This is an optimization exercise on Yosys and OpenROAD, whose aim is small area, not a production implementation.
At most, simulation tests tie the RTL to the original design; equivalence was not proved.
The clock port is modelled as an ideal driver; clocking choices that lean on that would not hold on a real chip.
Power and IR drop assume default switching activity.

## build 95
// c6288_top
module c6288_top (clk,
    in256, in239, in222, in205, in188, in171, in154, in137, in120, in103, in86, in69, in52, in35, in18, in1, in528, in511, in494, in477, in460, in443, in426, in409, in392, in375, in358, in341, in324, in307, in290, in273,
    out6287, out6288, out6280, out6270, out6260, out6250, out6240, out6230, out6220, out6210, out6200, out6190, out6180, out6170, out6160, out6150, out6123, out5971, out5672, out5308, out4946, out4591, out4241, out3895, out3552, out3211, out2877, out2548, out2223, out1901, out1581, out545);
==> flow/config.mk <==
export PLATFORM = sky130hd
export DESIGN_NAME = c6288_top
export DESIGN_NICKNAME = c6288_top
export VERILOG_FILES = /design/flow/design.v
export SDC_FILE = /design/flow/constraint.sdc
export NUM_CORES = 4
export LEC_CHECK = 0
export CAP_MARGIN = 20
export CORE_MARGIN = 2
export CORE_UTILIZATION = 40
export GPL_TIMING_DRIVEN = 0
export SLEW_MARGIN = 20
export SYNTH_HIERARCHICAL = 1
export SYNTH_MINIMUM_KEEP_SIZE = 0
==> flow/constraint.sdc <==
create_clock -name core_clock -period 10.0 [get_ports {clk}]
set_input_delay 2.0000 -clock core_clock [delete_from_list [all_inputs] [get_ports {clk}]]
set_output_delay 2.0000 -clock core_clock [all_outputs]
set_load 0.01 [all_outputs]
standard.sh (not shown) runs the stock make flow with config.mk's settings and CLKGATE_MAP_FILE= SYNTH_SCRIPT=/design/flow/synth_recipe.tcl, a recipe that flattens the netlist after the stock synthesis.
==> flow/flow/run.sh <==
#!/bin/bash
set -euo pipefail
bash standard.sh \
  "BUFFER_PORTS_ARGS=-inputs -buffer_cell sky130_fd_sc_hd__buf_1" \
  "PRE_GLOBAL_PLACE_TCL=$PWD/flow/outbuf.tcl" \
  "PRE_CTS_TCL=$PWD/flow/clkbuf.tcl" \
  "CTS_ARGS=-clk_nets clk -dont_use_dummy_load" \
  finish > standard_flow.log 2>&1
==> flow/flow/clkbuf.tcl <==
# Clock tree by hand: the clock port drives 4 clock buffers; the
# flip-flops are split into 4 sectors by their angle around the core
# centre, and each buffer sits at the centre of its sector's flip-flops and
# drives them.  TritonCTS is then told to skip the clock net (CTS_ARGS).
set ngroups 4
set bufcell sky130_fd_sc_hd__clkbuf_4
set block [ord::get_db_block]
set dbu [$block getDbUnitsPerMicron]
set core [$block getCoreArea]
set cx [expr { ([$core xMin] + [$core xMax]) / 2.0 }]
set cy [expr { ([$core yMin] + [$core yMax]) / 2.0 }]
set sinks {}
foreach pin [get_pins -of_objects [get_nets clk] -filter "direction == input"] {
  set inst [$block findInst [get_full_name [get_cells -of_objects $pin]]]
  set loc [$inst getLocation]
  set a [expr { atan2([lindex $loc 1] - $cy, [lindex $loc 0] - $cx) }]
  lappend sinks [list $a [lindex $loc 0] [lindex $loc 1] [get_full_name $pin]]
}
set sinks [lsort -real -index 0 $sinks]
set n [llength $sinks]
# rotate the start so that the largest angular gap separates the first and last sector
set best 0; set gap -1
for {set k 0} {$k < $n} {incr k} {
  set a0 [lindex $sinks [expr { ($k + $n - 1) % $n }] 0]
  set a1 [lindex $sinks $k 0]
  set d [expr { $a1 - $a0 }]
  if { $d < 0 } { set d [expr { $d + 2 * 3.14159265 }] }
  if { $d > $gap } { set gap $d; set best $k }
}
set sinks [concat [lrange $sinks $best end] [lrange $sinks 0 [expr { $best - 1 }]]]
for {set i 0} {$i < $ngroups} {incr i} {
  set lo [expr { $i * $n / $ngroups }]
  set hi [expr { ($i + 1) * $n / $ngroups - 1 }]
  set sx 0.0; set sy 0.0; set pins {}
  foreach s [lrange $sinks $lo $hi] {
    set sx [expr { $sx + [lindex $s 1] }]
    set sy [expr { $sy + [lindex $s 2] }]
    lappend pins [get_pins [lindex $s 3]]
  }
  set m [llength $pins]
  insert_buffer -buffer_cell $bufcell -net clk -load_pins $pins \
    -location [list [expr { $sx / $m / $dbu }] [expr { $sy / $m / $dbu }]] \
    -buffer_name clkbuf_s$i -net_name clk_s$i
}
puts "clock split into $ngroups buffers over $n flip-flops"
global_connect
detailed_placement
Other scripts of this flow, unchanged in this note and not shown: flow/flow/outbuf.tcl
Relative to build 95, the following input files were edited for build 51:
--- a/flow/flow/clkbuf.tcl
+++ b/flow/flow/clkbuf.tcl
@@ -1,7 +1,7 @@
-# Clock tree by hand: the clock port drives 4 clock buffers; the
-# flip-flops are split into 4 sectors by their angle around the core
+# Clock tree by hand: the clock port drives 3 clock buffers; the
+# flip-flops are split into 3 sectors by their angle around the core
 # centre, and each buffer sits at the centre of its sector's flip-flops and
 # drives them.  TritonCTS is then told to skip the clock net (CTS_ARGS).
-set ngroups 4
-set bufcell sky130_fd_sc_hd__clkbuf_4
+set ngroups 3
+set bufcell sky130_fd_sc_hd__clkbuf_8
 set block [ord::get_db_block]
- Build 51 and build 95 ended up with roughly the same filler-free cell count of the finished design.
- Summary of the comparison: number of cells on the critical path is lower in build 51, relative to build 95.
- Changes observed in build 51 relative to build 95: count of filler cells inserted in the layout fell about 0.4%, post-route fraction of the period consumed by the critical path rose 0.18 points, power after layout rose 9.3 uW, clock network power share rose 0.4 points, worst hold slack rose 0.022 ns.
- The higher worst setup margin came out of build 95.
- | share of the core filled with cells | build 51 vs build 95 | ≈ equal |
Here is what was changed in the inputs of build 9 compared with build 51.
--- a/flow/flow/clkbuf.tcl
+++ b/flow/flow/clkbuf.tcl
@@ -1,7 +1,7 @@
-# Clock tree by hand: the clock port drives 3 clock buffers; the
-# flip-flops are split into 3 sectors by their angle around the core
+# Clock tree by hand: the clock port drives 4 clock buffers; the
+# flip-flops are split into 4 sectors by their angle around the core
 # centre, and each buffer sits at the centre of its sector's flip-flops and
 # drives them.  TritonCTS is then told to skip the clock net (CTS_ARGS).
-set ngroups 3
-set bufcell sky130_fd_sc_hd__clkbuf_8
+set ngroups 4
+set bufcell sky130_fd_sc_hd__clkbuf_4
 set block [ord::get_db_block]
## What came out
Per the comparison of build 9 with build 51, core utilization comparable; global-route usage ~0 delta.
Between build 9 and build 51, the difference in global-route wire length before repair is negligible.

---

Another version of the RTL of c6288_top (not shown whole).
For scale: roughly 740 cells after synthesis, about 32 flip-flops, ~7200 um^2 of cells after synthesis.
clock: 10.0 ns
lec_check: 0
abc_area: 1
cap_margin: 20
core_margin: 2
core_utilization: 40
slew_margin: 20
synth_hierarchical: 1
synth_minimum_keep_size: 0
run.sh (not shown) runs the stock make flow with config.mk's settings and CLKGATE_MAP_FILE= SYNTH_SCRIPT=/design/flow/synth_recipe.tcl, a recipe that flattens the netlist after the stock synthesis.
Stock flow here: none of the scripts above is used.
The baseline ran to the end with no violations.
Next try:
--- a/flow/config.mk
+++ b/flow/config.mk
@@ -6,5 +6,4 @@
 export NUM_CORES = 4
 export LEC_CHECK = 0
-export ABC_AREA = 1
 export CAP_MARGIN = 20
 export CORE_MARGIN = 2
Result:
- The changed run passed the timing, design-rule and antenna checks
- clock power stays flat
- design area stays flat
- worst setup slack gets worse by 110 ps
- worst hold slack gets better by 290 ps
- die area came out lower by 3.0%
- via count came out lower by 0.48%
- fmax came out lower by 1.1%
- power came out lower by 1.2%
- wire length came out higher by 3.5%
- final cell count came out lower by 5.3%
- area after synthesis came out lower by 3.1%
Next try:
--- a/flow/config.mk
+++ b/flow/config.mk
@@ -10,4 +10,2 @@
 export CORE_UTILIZATION = 40
 export SLEW_MARGIN = 20
-export SYNTH_HIERARCHICAL = 1
-export SYNTH_MINIMUM_KEEP_SIZE = 0
=> The new run went through all stages and came out clean. Core utilization came out lower by 0.66 points. Power came out lower by a little under a tenth. First-iteration DRC count came out lower by a quarter to a third. Worst setup slack gets better by 48 ps. Critical path depth came out lower by 3.
Function was not checked in any run of this note: the RTL went through the layout flow alone.

---

== indigo ==
Another version of the RTL of c6288_top (not shown whole).
Size: ~600 cells after synthesis, ~32 flip-flops, ~65 I/O pins.
clock: 10.0 ns
lec_check: 0
cap_margin: 20
core_margin: 2
core_utilization: 40
gpl_timing_driven: 0
slew_margin: 20
synth_hierarchical: 1
synth_minimum_keep_size: 0
standard.sh (not shown) runs the stock make flow with config.mk's settings and CLKGATE_MAP_FILE= SYNTH_SCRIPT=/design/flow/synth_recipe.tcl, a recipe that flattens the netlist after the stock synthesis.
==> flow/flow/run.sh <==
#!/bin/bash
set -euo pipefail
bash standard.sh \
  "BUFFER_PORTS_ARGS=-inputs -buffer_cell sky130_fd_sc_hd__buf_2" \
  "PRE_GLOBAL_PLACE_TCL=$PWD/flow/outbuf.tcl" \
  "CTS_ARGS=-sink_clustering_enable -repair_clock_nets -buf_list sky130_fd_sc_hd__clkbuf_8 -root_buf sky130_fd_sc_hd__clkbuf_8 -sink_clustering_size 32 -sink_clustering_max_diameter 400 -dont_use_dummy_load" \
  finish > standard_flow.log 2>&1
==> flow/flow/outbuf.tcl <==
# Buffer every output port with the smallest buffer and keep those buffers
# (global_place.tcl's remove_buffers would otherwise take them out again).
# The inputs are buffered by the standard buffer_ports call after this hook.
buffer_ports -outputs -buffer_cell sky130_fd_sc_hd__buf_1
set n 0
foreach port [get_ports out*] {
  set net [get_nets [get_full_name $port]]
  foreach pin [get_pins -of_objects $net -filter "direction == output"] {
    set_dont_touch [get_cells -of_objects $pin]
    incr n
  }
}
puts "dont_touch set on $n output buffers"
if { $n != 32 } { error "expected 32 output buffers, found $n" }
indigo: flow completed, timing, DRC and antenna clean
Setup changes, indigo to raven
Settings: CTS_CLUSTER_SIZE now 40, previously not set; GPL_TIMING_DRIVEN no longer set, was 0; CTS_CLUSTER_DIAMETER now 200, previously not set; CTS_BUF_LIST now sky130_fd_sc_hd__clkbuf_8, previously not set.
==> flow/flow/run.sh <==
#!/bin/bash
set -euo pipefail
bash standard.sh \
  "BUFFER_PORTS_ARGS=-inputs -buffer_cell sky130_fd_sc_hd__buf_2" \
  "PRE_GLOBAL_PLACE_TCL=$PWD/flow/outbuf.tcl" \
  finish > standard_flow.log 2>&1
--- a/flow/flow/outbuf.tcl
+++ b/flow/flow/outbuf.tcl
@@ -5 +4,0 @@
-set n 0
@@ -7,2 +6 @@
-  set net [get_nets [get_full_name $port]]
-  foreach pin [get_pins -of_objects $net -filter "direction == output"] {
+  foreach pin [get_pins -of_objects [get_nets -of_objects $port] -filter "direction == output"] {
@@ -10 +7,0 @@
-    incr n
@@ -13,2 +9,0 @@
-puts "dont_touch set on $n output buffers"
-if { $n != 32 } { error "expected 32 output buffers, found $n" }
### Flow results
Every run in raven and indigo closed cleanly, with the single exception of raven.
Height of the die essentially unchanged between raven and indigo.
indigo -> raven: synthesized area per cell delta 0, exact match
Re number of flip-flops and latches in the synthesized netlist: no difference whatsoever between raven and indigo.
Changes observed in raven relative to indigo: number of different library cells in the post-synthesis netlist about even, floorplan row count about even, synthesized cell count about even, parity-gate share of the synthesized area counting xor and xnor cells about even.
From raven to indigo, area fraction in and, or, nand and nor cells after synthesis did not move at all.
Async set-reset flop share out of synthesis came out exactly the same in raven and indigo.
raven vs indigo, count of buffers inserted at the top-level ports went down by 50%.

re-timing with driven ports:
How much do the figures lean on ideal ports? The routed layouts below were timed once more, with nothing changed but the port constraints. Step 1 (the two cells are an assumption about what drives the block):
set clk [get_ports {clk}]
set_driving_cell -lib_cell sky130_fd_sc_hd__clkbuf_16 $clk
set_driving_cell -lib_cell sky130_fd_sc_hd__buf_2 [delete_from_list [all_inputs] $clk]
Step 2 adds t to the input delays and takes it off the output delays; t is the mean of the earliest and latest rising clock arrival at the registers after step 1. Input paths then give back, and output paths get back, about the clock's delay inside the block. Three values: ideal ports, drivers, drivers and shift; two values: the first two.
| run | t (ns) | setup WS [ns] | hold slack, ns | worst setup path at the end | pins driven straight from the clock port |
|---|---|---|---|---|---|
| build 95 | 0.227 | 0.303 / 0.346 / 0.119 | 2.229 / 2.183 / 2.410 | input to register | 4 |
| build 51 | 0.207 | 0.285 / 0.322 / 0.116 | 2.251 / 2.207 / 2.401 | input to register | 3 |
| build 9 | 0.227 | 0.303 / 0.346 / 0.119 | 2.229 / 2.183 / 2.410 | input to register | 4 |
| the first run of note 2 | 0.338 | 0.320 / 0.338 / 0.001 | 2.108 / 2.092 / 2.430 | input to register | 1 |
| the second run of note 2 | 0.332 | 0.211 / 0.227 / -0.105 | 2.398 / 2.381 / 2.713 | input to register | 1 |
| the third run of note 2 | 0.339 | 0.260 / 0.284 / -0.055 | 2.157 / 2.133 / 2.472 | input to register | 1 |
| indigo | 0.343 | 0.626 / 0.636 / 0.293 | 2.075 / 2.065 / 2.403 | input to register | 1 |
Met with ideal ports but missed after step 2: setup timing in the second run of note 2 and the third run of note 2. The setup slack of indigo, which loses most, moves by +0.010 ns with the drivers and by -0.333 ns with both steps.
